Background: an optimization exercise with open tools, aiming at small area. Do not read the settings as production practice.
Only simulation tests tie the RTL to the original design; equivalence was not proved.
The flow treats the clock pin as an ideal source, which a real chip does not have.
Power and IR drop assume default switching activity.

### flow/flow/run.sh
#!/bin/bash
# Own layout flow: the standard flow, with three changes in how the layout is
# made:
#  - the combinational logic of the standard synthesis is re-mapped by ABC for
#    area (flip-flops, their names and cells unchanged; see resynth.tcl). ABC's
#    deepsyn is run with several seeds and the smallest netlist is kept;
#  - port buffers use the smallest buffer cell;
#  - clock tree built from small clock buffers (cts_args), without dummy loads;
#    a clock buffer whose flip-flops would see a slow clock edge is upsized
#    after CTS (cts_post.tcl).
# Each tool's output goes to a log file of its own in the work folder.
set -euo pipefail
W=$(pwd)
F=$W/flow
R=$W/orfs/results/$FLOW_PLATFORM/Parking/base
export BUFFER_PORTS_ARGS="-buffer_cell sky130_fd_sc_hd__buf_1"
if [[ -f $F/cts_args ]]; then export CTS_ARGS="$(cat $F/cts_args)"; fi
export POST_CTS_TCL=$F/cts_post.tcl

bash standard.sh synth > $W/log_1_synth.txt 2>&1
cp $R/1_2_yosys.v $W/synth_standard.v

export RS_LIB=$FLOW_HOME/platforms/$FLOW_PLATFORM/lib/sky130_fd_sc_hd__tt_025C_1v80.lib
export RS_IN=$W/synth_standard.v
regs() { grep -o 'dfxtp_1 [^ ]*' "$1" | sort; }
resynth() {
  local s=$1
  printf 'strash\n&get -n\n&deepsyn -T 90 -S %s\n&put\ndch -f\namap\n' $s > $W/resynth_s$s.abc
  RS_OUT=$W/synth_resynth_s$s.v RS_ABC=$W/resynth_s$s.abc \
    yosys -c $F/resynth.tcl > $W/log_2_resynth_s$s.txt 2>&1 || return 0
}
SEEDS="$(seq 0 15)"
for batch in "0 1 2 3" "4 5 6 7" "8 9 10 11" "12 13 14 15"; do
  for s in $batch; do resynth $s & done
  wait
done
best=""; best_area=""
for s in $SEEDS; do
  f=$W/synth_resynth_s$s.v
  [[ -f $f ]] || continue
  [[ "$(regs $f)" == "$(regs $W/synth_standard.v)" ]] || continue
  a=$(grep "Chip area" $W/log_2_resynth_s$s.txt | tail -1 | awk '{print $NF}')
  [[ -n "$a" ]] || continue
  if [[ -z "$best" ]] || awk "BEGIN{exit !($a < $best_area)}"; then best=$s; best_area=$a; fi
done
if [[ -n "$best" ]]; then
  cp $W/synth_resynth_s$best.v $R/1_2_yosys.v
  rm -f $R/1_synth.odb $R/1_synth.sdc
  echo "using the re-mapped netlist of seed $best, area $best_area" > $W/log_2_resynth.txt
else
  echo "re-mapping failed; using the standard netlist" > $W/log_2_resynth.txt
fi

bash standard.sh > $W/log_3_layout.txt 2>&1
### flow/flow/cts_args
-sink_clustering_enable -repair_clock_nets -dont_use_dummy_load -buf_list sky130_fd_sc_hd__clkbuf_4 -root_buf sky130_fd_sc_hd__clkbuf_4
### flow/flow/cts_post.tcl
set target 0.112
set bigger [dict create sky130_fd_sc_hd__clkbuf_2 sky130_fd_sc_hd__clkbuf_4 \
                        sky130_fd_sc_hd__clkbuf_4 sky130_fd_sc_hd__clkbuf_8 \
                        sky130_fd_sc_hd__clkbuf_8 sky130_fd_sc_hd__clkbuf_16]
for {set pass 0} {$pass < 2} {incr pass} {
  estimate_parasitics -placement
  set slow {}
  foreach pin [get_pins -hierarchical */CLK] {
    if {[get_property $pin slew_max] <= $target} continue
    set net [get_nets -of_objects $pin]
    foreach drv [get_pins -of_objects $net -filter "direction == output"] {
      set inst [get_cells -of_objects $drv]
      set name [get_full_name $inst]
      if {[lsearch $slow $name] < 0} { lappend slow $name }
    }
  }
  if {[llength $slow] == 0} break
  foreach name $slow {
    set inst [get_cells $name]
    set ref [get_property $inst ref_name]
    if {![dict exists $bigger $ref]} continue
    set to [dict get $bigger $ref]
    puts "cts_post: $name $ref -> $to"
    replace_cell $inst $to
  }
  detailed_placement
  check_placement -verbose
}
estimate_parasitics -placement
set m 0
foreach pin [get_pins -hierarchical */CLK] { set s [get_property $pin slew_max]; if {$s > $m} {set m $s} }
puts "cts_post: largest flip-flop clock pin slew $m"
### flow/flow/resynth.tcl
# Re-map the combinational logic of the standard synthesis for area. The
# flip-flops are kept as they are (same instances, names and cells); only the
# gates between them are rebuilt by ABC.
yosys -import
set lib $::env(RS_LIB)
read_liberty -ignore_miss_func $lib
blackbox sky130_fd_sc_hd__dfxtp_1
read_verilog $::env(RS_IN)
hierarchy -top $::env(FLOW_TOP)
flatten
opt_clean
opt -fast
abc -liberty $lib -dont_use sky130_fd_sc_hd__probe_p_8 -dont_use sky130_fd_sc_hd__probec_p_8 -dont_use sky130_fd_sc_hd__lpflow_bleeder_1 -dont_use sky130_fd_sc_hd__lpflow_clkbufkapwr_1 -dont_use sky130_fd_sc_hd__lpflow_clkbufkapwr_16 -dont_use sky130_fd_sc_hd__lpflow_clkbufkapwr_2 -dont_use sky130_fd_sc_hd__lpflow_clkbufkapwr_4 -dont_use sky130_fd_sc_hd__lpflow_clkbufkapwr_8 -dont_use sky130_fd_sc_hd__lpflow_clkinvkapwr_1 -dont_use sky130_fd_sc_hd__lpflow_clkinvkapwr_16 -dont_use sky130_fd_sc_hd__lpflow_clkinvkapwr_2 -dont_use sky130_fd_sc_hd__lpflow_clkinvkapwr_4 -dont_use sky130_fd_sc_hd__lpflow_clkinvkapwr_8 -dont_use sky130_fd_sc_hd__lpflow_decapkapwr_12 -dont_use sky130_fd_sc_hd__lpflow_decapkapwr_3 -dont_use sky130_fd_sc_hd__lpflow_decapkapwr_4 -dont_use sky130_fd_sc_hd__lpflow_decapkapwr_6 -dont_use sky130_fd_sc_hd__lpflow_decapkapwr_8 -dont_use sky130_fd_sc_hd__lpflow_inputiso0n_1 -dont_use sky130_fd_sc_hd__lpflow_inputiso0p_1 -dont_use sky130_fd_sc_hd__lpflow_inputiso1n_1 -dont_use sky130_fd_sc_hd__lpflow_inputiso1p_1 -dont_use sky130_fd_sc_hd__lpflow_inputisolatch_1 -dont_use sky130_fd_sc_hd__lpflow_isobufsrc_1 -dont_use sky130_fd_sc_hd__lpflow_isobufsrc_16 -dont_use sky130_fd_sc_hd__lpflow_isobufsrc_2 -dont_use sky130_fd_sc_hd__lpflow_isobufsrc_4 -dont_use sky130_fd_sc_hd__lpflow_isobufsrc_8 -dont_use sky130_fd_sc_hd__lpflow_isobufsrckapwr_16 -dont_use sky130_fd_sc_hd__lpflow_lsbuf_lh_hl_isowell_tap_1 -dont_use sky130_fd_sc_hd__lpflow_lsbuf_lh_hl_isowell_tap_2 -dont_use sky130_fd_sc_hd__lpflow_lsbuf_lh_hl_isowell_tap_4 -dont_use sky130_fd_sc_hd__lpflow_lsbuf_lh_isowell_4 -dont_use sky130_fd_sc_hd__lpflow_lsbuf_lh_isowell_tap_1 -dont_use sky130_fd_sc_hd__lpflow_lsbuf_lh_isowell_tap_2 -dont_use sky130_fd_sc_hd__lpflow_lsbuf_lh_isowell_tap_4 -dont_use sky130_fd_sc_hd__fill_1 -dont_use sky130_fd_sc_hd__fill_2 -dont_use sky130_fd_sc_hd__fill_4 -dont_use sky130_fd_sc_hd__fill_8  -script $::env(RS_ABC)
opt_clean
hilomap -singleton -hicell sky130_fd_sc_hd__conb_1 HI -locell sky130_fd_sc_hd__conb_1 LO
splitnets
opt_clean -purge
write_verilog -noattr -noexpr -nohex -nodec $::env(RS_OUT)
read_liberty -lib $lib
stat -liberty $lib
### flow/standard.sh
#!/bin/bash
# synth_recipe.tcl (not shown) runs the flow's synth.tcl, then flattens the netlist and writes it again
# the make line also repeats each setting of config.mk as NAME=value (left out here)
make -C /OpenROAD-flow-scripts/flow DESIGN_CONFIG=/design/flow/config.mk WORK_HOME=/design/flow/orfs CLKGATE_MAP_FILE= SYNTH_SCRIPT=/design/flow/synth_recipe.tcl "${@:-finish}"
### flow/config.mk
export PLATFORM = sky130hd
export DESIGN_NAME = Parking
export DESIGN_NICKNAME = Parking
export VERILOG_FILES = /design/flow/design.v
export SDC_FILE = /design/flow/constraint.sdc
export NUM_CORES = 4
export LEC_CHECK = 0
export CAP_MARGIN = 20
export CORE_MARGIN = 2
export CORE_UTILIZATION = 70
export SLEW_MARGIN = 20
### flow/constraint.sdc
create_clock -name core_clock -period 25.0 [get_ports {CLK}]
set_input_delay 5.0000 -clock core_clock [delete_from_list [all_inputs] [get_ports {CLK}]]
set_output_delay 5.0000 -clock core_clock [all_outputs]
set_load 0.01 [all_outputs]
### flow/design.v
module TimeHandler (input CLK, Start, output reg [4:0] hour, output first);
    reg [9:0] s;
    wire wrap = s[9] & ~s[8] & s[6] & s[4] & s[3] & s[2] & s[1] & s[0];
    assign first = ~|s[7:0];
    wire clr = Start | wrap;
    wire fb = s[0] ^ s[9];
    wire h23 = hour[4] & hour[2] & hour[1] & hour[0];
    always @(posedge CLK) begin
        s <= clr ? 10'd0 : {~s[8:0], fb};
        if (Start | (wrap & h23))
            hour <= 5'd0;
        else if (wrap)
            hour <= hour + 5'd1;
    end
endmodule
module Parking(input CLK, Start, car_entered, is_uni_car_entered, car_exited, is_uni_car_exited,
        output [9:0] uni_parked_car, output [9:0] parked_car, output [9:0] uni_vacated_space, output [9:0] vacated_space,
        output uni_is_vacated_space, is_vacated_space, output overflow_uni, overflow, output reg rejected_uni, rejected, output [4:0] hour);
    wire first;
    TimeHandler th(CLK, Start, hour, first);
    reg [8:0] p, u;
    wire [8:0] v, uv;
    assign parked_car = {1'b0, p};
    assign uni_parked_car = {1'b0, u};
    assign vacated_space = {1'b0, v};
    assign uni_vacated_space = {1'b0, uv};
    wire h8    = hour[3] & ~hour[2] & ~hour[1] & ~hour[0];
    wire h13   = hour[3] &  hour[2] & ~hour[1] &  hour[0];
    wire h14   = hour[3] &  hour[2] &  hour[1] & ~hour[0];
    wire h15   = hour[3] &  hour[2] &  hour[1] &  hour[0];
    wire h16   = hour[4] & ~hour[2] & ~hour[1] & ~hour[0];
    wire h8_12 = hour[3] & ~(hour[2] & (hour[1] | hour[0]));
    wire h9_13 = hour[3] & (hour[2] ? ~hour[1] : (hour[1] | hour[0]));
    wire c200 = first ? h9_13 : h8_12;
    wire c250 = first ? h14 : h13;
    wire c300 = first ? h15 : h14;
    wire c350 = first ? h16 : h15;
    reg [8:0] cap, ucap;
    always @* begin
        cap = 9'd500; ucap = 9'd200;
        if (c200) begin cap = 9'd200; ucap = 9'd500; end
        if (c250) begin cap = 9'd250; ucap = 9'd450; end
        if (c300) begin cap = 9'd300; ucap = 9'd400; end
        if (c350) begin cap = 9'd350; ucap = 9'd350; end
    end
    wire [9:0] kp, ku;
    assign kp[0] = 1'b1;
    assign ku[0] = 1'b1;
    genvar i;
    generate for (i = 0; i < 9; i = i + 1) begin : sub
        assign v[i] = cap[i] ^ ~p[i] ^ kp[i];
        assign kp[i+1] = (cap[i] & ~p[i]) | (cap[i] & kp[i]) | (~p[i] & kp[i]);
        assign uv[i] = ucap[i] ^ ~u[i] ^ ku[i];
        assign ku[i+1] = (ucap[i] & ~u[i]) | (ucap[i] & ku[i]) | (~u[i] & ku[i]);
    end endgenerate
    assign is_vacated_space = |v;
    assign uni_is_vacated_space = |uv;
    wire ev8 = first & h8;
    wire ev13_15 = first & hour[3] & hour[2] & (hour[1] | hour[0]);
    wire ev16 = first & h16;
    wire ev = ev8 | ev13_15 | ev16;
    reg [8:0] ucap_new;
    always @* begin
        ucap_new = 9'd200;
        if (h13) ucap_new = 9'd450;
        if (h14) ucap_new = 9'd400;
        if (h15) ucap_new = 9'd350;
    end
    wire p_gt200 = p[8] | (p[7] & p[6] & (p[5] | p[4] | (p[3] & (p[2] | p[1] | p[0]))));
    wire p_ge200 = p[8] | (p[7] & p[6] & (p[5] | p[4] | p[3]));
    wire uv_hi = uv[8] | uv[7] | uv[6];
    wire uv_ge50 = uv_hi | (uv[5] & uv[4] & (uv[3] | uv[2] | uv[1]));
    wire uv_gt50 = uv_hi | (uv[5] & uv[4] & (uv[3] | uv[2] | (uv[1] & uv[0])));
    wire uv_ge150 = uv[8] | (uv[7] & (uv[6] | uv[5] | (uv[4] & (uv[3] | (uv[2] & uv[1])))));
    wire uv_gt150 = uv[8] | (uv[7] & (uv[6] | uv[5] | (uv[4] & (uv[3] | (uv[2] & uv[1] & uv[0])))));
    wire cut_p = ev8 & p_ge200;
    wire ovf = ev8 & p_gt200;
    wire cut_u = (ev13_15 & ~uv_gt50) | (ev16 & ~uv_gt150);
    wire ovf_u = (ev13_15 & ~uv_ge50) | (ev16 & ~uv_ge150);
    wire free = ev ? ~cut_p : is_vacated_space;
    wire ufree = ev ? ~cut_u : uni_is_vacated_space;
    wire req_p_in = car_entered & ~is_uni_car_entered;
    wire req_u_in = car_entered & is_uni_car_entered;
    wire req_p_out = ~car_entered & car_exited & ~is_uni_car_exited;
    wire req_u_out = ~car_entered & car_exited & is_uni_car_exited;
    wire p_up = req_p_in & free, p_dn = req_p_out;
    wire u_up = req_u_in & ufree, u_dn = req_u_out;
    wire [8:0] uc = cut_u ? ucap_new : u;
    wire [9:0] cp, cu;
    wire [8:0] p_nxt, u_nxt;
    assign p_nxt[0] = p[0] ^ (p_up | p_dn);
    assign cp[1] = p[0] & (p_up | p_dn);
    assign u_nxt[0] = uc[0] ^ (u_up | u_dn);
    assign cu[1] = uc[0] & (u_up | u_dn);
    generate for (i = 1; i < 9; i = i + 1) begin : cnt
        assign p_nxt[i] = p[i] ^ p_dn ^ cp[i];
        assign cp[i+1] = (p[i] & p_dn) | (p[i] & cp[i]) | (p_dn & cp[i]);
        assign u_nxt[i] = uc[i] ^ u_dn ^ cu[i];
        assign cu[i+1] = (uc[i] & u_dn) | (uc[i] & cu[i]) | (u_dn & cu[i]);
    end endgenerate
    wire p_nz = cp[9], u_nz = cu[9];
    reg ovf_any;
    wire hour_is_8 = hour[3] & ~hour[2];
    assign overflow = ovf_any & hour_is_8;
    assign overflow_uni = ovf_any & ~hour_is_8;
    always @(posedge CLK) begin
        if (Start) begin
            p <= 9'd0;
            u <= 9'd0;
            ovf_any <= 1'b0;
            rejected <= 1'b0;
            rejected_uni <= 1'b0;
        end else begin
            ovf_any <= ovf | ovf_u;
            p <= cut_p ? (req_p_out ? 9'd199 : 9'd200) : (p_dn & ~p_nz) ? 9'd0 : p_nxt;
            u <= (u_dn & ~u_nz) ? 9'd0 : u_nxt;
            if (req_p_in | req_p_out) rejected <= req_p_in ? ~free : ~p_nz;
            if (req_u_in | req_u_out) rejected_uni <= req_u_in ? ~ufree : ~u_nz;
        end
    end
endmodule
==> results of run 1 <==
==> flip-flops by register name, indices dropped and copies added, names as in the netlist <==
register / count
p: 9
u: 9
th.s: 10
rejected: 1
ovf_any: 1
rejected_uni: 1
th.hour: 5
==> stage by stage <==
stage               util (%)  total power [uW]  cells  worst slack (ps)  instance area [um^2]
global placement       81.53             91.98    431             14970                  2469
finish                 82.98             122.0    436             14070                  2512
global route           82.98             127.4    436             13430                  2512
floorplan                  -             83.55    334             15360                  2211
detailed placement     81.53             92.77    431             14620                  2469
==> final cells by class <==
class | instances | area (um^2) | share of cell area, %
clock buffer | 5 | 43.79 | 1.743
timing repair buffer | 53 | 202.7 | 8.068
tap | 44 | 55.05 | 2.191
inverter | 36 | 135.1 | 5.379
sequential | 36 | 720.7 | 28.69
multi-input combinational | 262 | 1355 | 53.93
==> power by group <==
group          internal (uW)  switching [uW]  leakage [uW]
clock                   11.1            18.7     0.0000256
combinational           9.18            18.6      0.000517
sequential              60.6            3.75      0.000295
==> metal layers <==
| metal | global-route usage, % | wire length (um) | share of wire [%] |
|---|---|---|---|
| met5 | 0 | 0 | 0 |
| met2 | 60.09 | 2915 | 48 |
| met4 | 11.11 | 127 | 2.1 |
| met3 | 6.710 | 503 | 8.2 |
| met1 | 46.53 | 2579 | 42 |
==> critical path, delay by kind of cell, from the launching register on <==
family / cells / cell delay (ps)
simple gates: 14 / 2750
buf+inv: 4 / 650
compound gates: 12 / 1850
flops: 1 / 340
==> final timing paths <==
kind         depth (start not counted)                    to  slack, ps
min reg2reg                          1               th.s[6]        390
min                                  1               th.s[6]        390
max                                 30  uni_is_vacated_space      14070
max reg2reg                         39                  u[3]      16480
==> summary.txt, run 1 <==
The number of sinks handled by clock tree synthesis was 36. The number of core rows is 20. The setup TNS after final layout is 0 ps. For this design, the slowest cell found on the critical path is or4_1. The most critical setup path has its startpoint at th.s[6]. In this run the tightest slew margin relative to its limit is 39.80%. For this design the ratio of total power to cell area is 48.57 mW/mm^2. The worst setup path is launched from a flop.

The via density per instance works out to 6.204. The overall routed net length is 6.125 mm. Setup repair after global routing left no endpoint under its margin. The layout net count was 400. In the layout the commonest cells are nor2_1, buf_1, o21ai_0, nand2_1.

The share of post-route cells with drive strength above 1 works out to 1.531%. The worst clock skew on the final layout is 25.38 ps, and the wire length of the first global-routing pass is 9.798 mm. In the routed design, unresolved DRC markers number 0. In this design, the critical path's most frequently occurring cell is nand2_1. The via count of the first global-routing pass was 2221; the first-pass detailed-route iteration total was 7. After detailed routing, the average wire length per cell comes to 14.05 um. Kind of end point of the critical path: an output pin. The tools report the hold slack as 391.8 ps.

The clock input transition at the sequential cells of the worst setup and hold paths is 100 ps, and the synthesis-to-layout area growth is 14.22%. At the pin with the least slew margin, the transition time is 903.0 ps. For the initial antenna violation count, the log shows 0. Buffers placed on the I/O ports in this run total 52.

Largest driver fanout on the critical path: 7. For this block, the via count after detailed routing is 2705. On the worst path, the slowest cell contributes a delay of 510 ps. The final number of hold-violating endpoints came out at 0.

The startpoint identified for the worst register-to-register timing path is th.s[6]. Summing every instance area after synthesis gives 0.002200 mm^2. The height of the chip is 60.06 um. STA puts the critical path data arrival time at 5930 ps. The global-route usage over all layers is 35.90%. The layout has 231 filler cells. Synthesis produced 331 cells. The tools report the total of warnings raised by yosys as 2. For this design the top-level I/O count stands at 57. The count of nets left with antenna violations once routing finished came out at 0.

The width of the die was 60.06 um; the number of max-slew violations in the final report was 0. The logs give 0 for the count of max-cap constraint violations and 0.09146 GHz for the highest clock frequency the design can meet. The number of antenna diodes in the final layout is 0. The tightest min-delay check is of the flop to flop type. Global routing finished with a remaining overflow of 0. The tools report the initial core utilization as 72.64%. Leaving out fill and tap cells, the most frequent cell in the layout is nor2_1. The run gives 0.003607 mm^2 as the floorplan die area. For the area of the core, the log shows 0.003028 mm^2.

The final critical-path required period works out to 10930 ps. The run finished with no timing, DRC or antenna violations. TritonCTS built the clock tree. The critical path is of the flop to output pin type.

In this run the most critical hold path is launched from th.s[5]. The mean cell area of the mapped netlist was 6.645 um^2. Setup violations remaining at the end of the flow were counted as 0. For the HPWL reported at the end of detailed placement, the log shows 4.753 mm. In this run, the number of DRC markers left after iteration 0 of detailed routing was 275.

Entering global routing, the biggest net connects 22 pins. Data on the critical path is required at its endpoint by 20000 ps. The run gives 0.9428 as the routability congestion estimate. The clock reaches the later pin of the worst-skew pair after 350 ps. The leakage power was 0.0008375 uW; the post-route fraction of the period consumed by the critical path was 43.73%.

IR analysis of the VDD net gives a maximum drop of 0.04952 mV.
==> inputs of run 2 (changes only) <==
--- a/flow/design.v
+++ b/flow/design.v
@@ -61,8 +61,8 @@
     wire ev = ev8 | ev13_15 | ev16;
-    reg [8:0] ucap_new;
+    reg [8:0] ucap_new, ucap_new_m1;
     always @* begin
-        ucap_new = 9'd200;
-        if (h13) ucap_new = 9'd450;
-        if (h14) ucap_new = 9'd400;
-        if (h15) ucap_new = 9'd350;
+        ucap_new = 9'd200; ucap_new_m1 = 9'd199;
+        if (h13) begin ucap_new = 9'd450; ucap_new_m1 = 9'd449; end
+        if (h14) begin ucap_new = 9'd400; ucap_new_m1 = 9'd399; end
+        if (h15) begin ucap_new = 9'd350; ucap_new_m1 = 9'd349; end
     end
@@ -87,3 +87,3 @@
     wire u_up = req_u_in & ufree, u_dn = req_u_out;
-    wire [8:0] uc = cut_u ? ucap_new : u;
+    wire [8:0] uc = u;
     wire [9:0] cp, cu;
@@ -115,3 +115,3 @@
             p <= cut_p ? (req_p_out ? 9'd199 : 9'd200) : (p_dn & ~p_nz) ? 9'd0 : p_nxt;
-            u <= (u_dn & ~u_nz) ? 9'd0 : u_nxt;
+            u <= cut_u ? (req_u_out ? ucap_new_m1 : ucap_new) : (u_dn & ~u_nz) ? 9'd0 : u_nxt;
             if (req_p_in | req_p_out) rejected <= req_p_in ? ~free : ~p_nz;
==> run 2 against run 1 <==
Effect of this change:
- cell area down 1.7%
- total power up 5.4%
- clock skew up 5.6 ps
- sequential power up 2%
- clock power down 2%
- critical path type unchanged
- critical endpoint unchanged
- largest cell class unchanged
- largest power group unchanged
==> summary.txt, run 2 <==
The total of warnings raised by yosys was 2; the worst clock skew on the final layout was 30.97 ps. The path class of the lowest-slack min-delay path was flop to flop. For the headroom to the max-slew limit, the log shows 42.81%. The logs give 0 for the count of nets left with antenna violations after detail routing and 0 for the initial antenna violation count.

Detailed routing inserted a total of 2690 vias. The longest individual stage delay on the worst path came out at 510 ps. Data on the critical path is required at its endpoint by 20000 ps. For this design the ratio of total power to cell area is 52.11 mW/mm^2. The flow ran to the end and the layout has no timing, DRC or antenna violations. The mean cell area of the mapped netlist was 6.499 um^2; the residual DRC count was 0.

The layout net count came out at 403. Leaving out fill and tap cells, the most frequent cell in the layout is nor2_1. The tools report the startpoint class of the critical path as a flop. After global routing the overflow that remains totals 0.

Area of the core: 0.003003 mm^2. Classification of the worst setup path: flop to output pin. The startpoint identified for the worst register-to-register timing path is th.s[2]. Along the worst path, the maximum fanout reaches 5. OpenSTA, run right after detailed placement, puts the worst setup slack at 15330 ps. At the later pin of the worst-skew pair, clock insertion delay measures 350 ps. The worst register-to-register path has a setup slack of 16590 ps. The run gives 20 as the number of core rows. The via density per instance works out to 6.285.

Height of the chip: 59.77 um. The worst path in the final design needs a cycle of 10180 ps, including I/O delays and setup. In the final layout, the registers with the most flip-flops are th.s (10), p (9), u (9).

The share of post-route cells with drive strength above 1 is 1.266%. In the post-route analysis, the smallest setup slack over all paths is 14820 ps. Measured in cells, the most critical reg-to-reg path has a length of 41. The number of sinks handled by clock tree synthesis is 36, and the global-route usage over all layers is 37.39%. STA classifies the critical path endpoint as an output pin. The mean routed wirelength per cell is 15.06 um, and the number of I/O pins is 57. Largest net degree at the start of global routing: 17. Highest clock frequency the design can meet: 0.09828 GHz. End point of the worst hold path: th.s[2].

At the worst endpoint, the arrival time is 5180 ps. The worst flop-to-flop path endpoint was u[8]. In this run the tool buffered the top-level ports with 52 buffer cells. The mapped netlist covers 0.002177 mm^2. The tools report the wire length of the first global-routing pass as 9.991 mm.

The final number of hold-violating endpoints was 0. The synthesis-to-layout area growth works out to 13.39%. In this run the worst setup path begins at th.s[2].

In the layout the commonest cells are nor2_1, buf_1, clkinv_1, o21ai_0, nand2_1. Across the run, the number of max-cap violations was 0. Detailed placement ended at an HPWL of 5.051 mm. Setup violations remaining at the end of the flow were counted as 0.

Synthesized instance count: 335. Ranked by flip-flop count, first place goes to th.s. Across the VDD grid, the largest voltage drop is 0.05248 mV. The tools report the floorplan die area as 0.003572 mm^2. TritonCTS built the clock tree. The worst hold path begins at th.s[1]. The number of flip-flops under the largest register name was 10; the antenna diode count was 0.

After detailed routing, the total wire length is 6.447 mm. Setup total negative slack on the finished layout was measured at 0 ps. Before antenna repair, the detailed router went through 6 iterations. The slowest stage of the critical path is the or4_1 cell.

The initial core utilization came out at 72.50%. The via count of the first global-routing pass was 2302. Setup repair after global routing left no endpoint under its margin.

The width of the die is 59.77 um, and the number of cells on the worst hold path is 1. The final critical path takes up 40.70% of the cycle. The slew at the pin closest to its max-slew limit is 847.2 ps, and the DRC marker count from the first detailed-route iteration is 286.

The number of max-slew violations in the final report was 0. The clock input transition at the sequential cells of the worst setup and hold paths works out to 100 ps. Routability-driven placement finished with a final weighted congestion of 1.057.

The run gives 0.0008828 uW as the leakage power.
==> run 2: final cells by class <==
type | count | area [um^2]
Multi-Input combinational cell | 257 | 1299
Sequential cell | 36 | 720.7
Fill cell | 219 | 534.3
Timing Repair Buffer | 52 | 195.2
Inverter | 45 | 168.9
Clock buffer | 5 | 43.79
Tap cell | 33 | 41.29
==> run 2: critical path: cells and delay by family (launching register included) <==
| kind | cells | cell delay [ps] |
|---|---|---|
| buf+inv | 2 | 380 |
| flops | 1 | 340 |
| compound gates | 9 | 1450 |
| simple gates | 14 | 2650 |
==> run 2: worst max-delay path by stage <==
stage,to,slack [ps],depth (start not counted)
2_1_floorplan,uni_is_vacated_space,15940,21
3_3_place_gp,uni_is_vacated_space,15600,25
3_5_place_dp,uni_is_vacated_space,15330,25
5_1_grt,uni_is_vacated_space,14260,26
6_report,uni_is_vacated_space,14820,25
==> run 2: per-stage QoR <==
stage	util, %	power, uW	hold slack, ps	cells	area (um^2)
after floorplan	-	88.24	383.6	338	2188
after global placement	80.75	98.35	401.7	423	2425
after detailed placement	80.75	99.53	414.4	423	2425
after global routing	82.21	135.1	411.5	428	2469
final	82.21	128.7	399.8	428	2469
==> run 2: routing by layer <==
| layer | track usage [%] | routed length, um |
|---|---|---|
| met1 | 45.43 | 2475 |
| met2 | 63.51 | 3078 |
| met3 | 8.225 | 701 |
| met4 | 15.24 | 192 |
| met5 | 0 | 0 |
==> run 2: report_power, final <==
group / leakage, uW / internal (uW) / switching (uW) / total (uW)
clock: 0.0000256 / 11.1 / 18.2 / 29.3
combinational: 0.000562 / 11.2 / 22.7 / 33.9
sequential: 0.000296 / 61.0 / 4.45 / 65.5

-- what the ideal ports hide --
No port has a modelled driver above. Below, the same layouts with a new extraction and two added sets of constraints. Step 1, drivers: a clkbuf_16 drives CLK and a buf_2 each remaining input, both assumed. Step 2 times the ports against the registers' clock, not the clock port: input delays grow and output delays shrink by t, the midpoint of the rising clock arrivals with the driver on. Slacks: no drivers / after step 1 / after step 2; pairs: no drivers / after step 1.
run | shift t [ns] | setup WS [ns] | worst setup path after step 2 | clock arrival spread, ns
run 1 | 0.361 | 14.066 / 14.042 / 14.403 | register to output | 0.025 / 0.026
run 2 | 0.360 | 14.825 / 14.799 / 15.160 | register to output | 0.031 / 0.031
After both steps setup and hold are still met in every run listed.
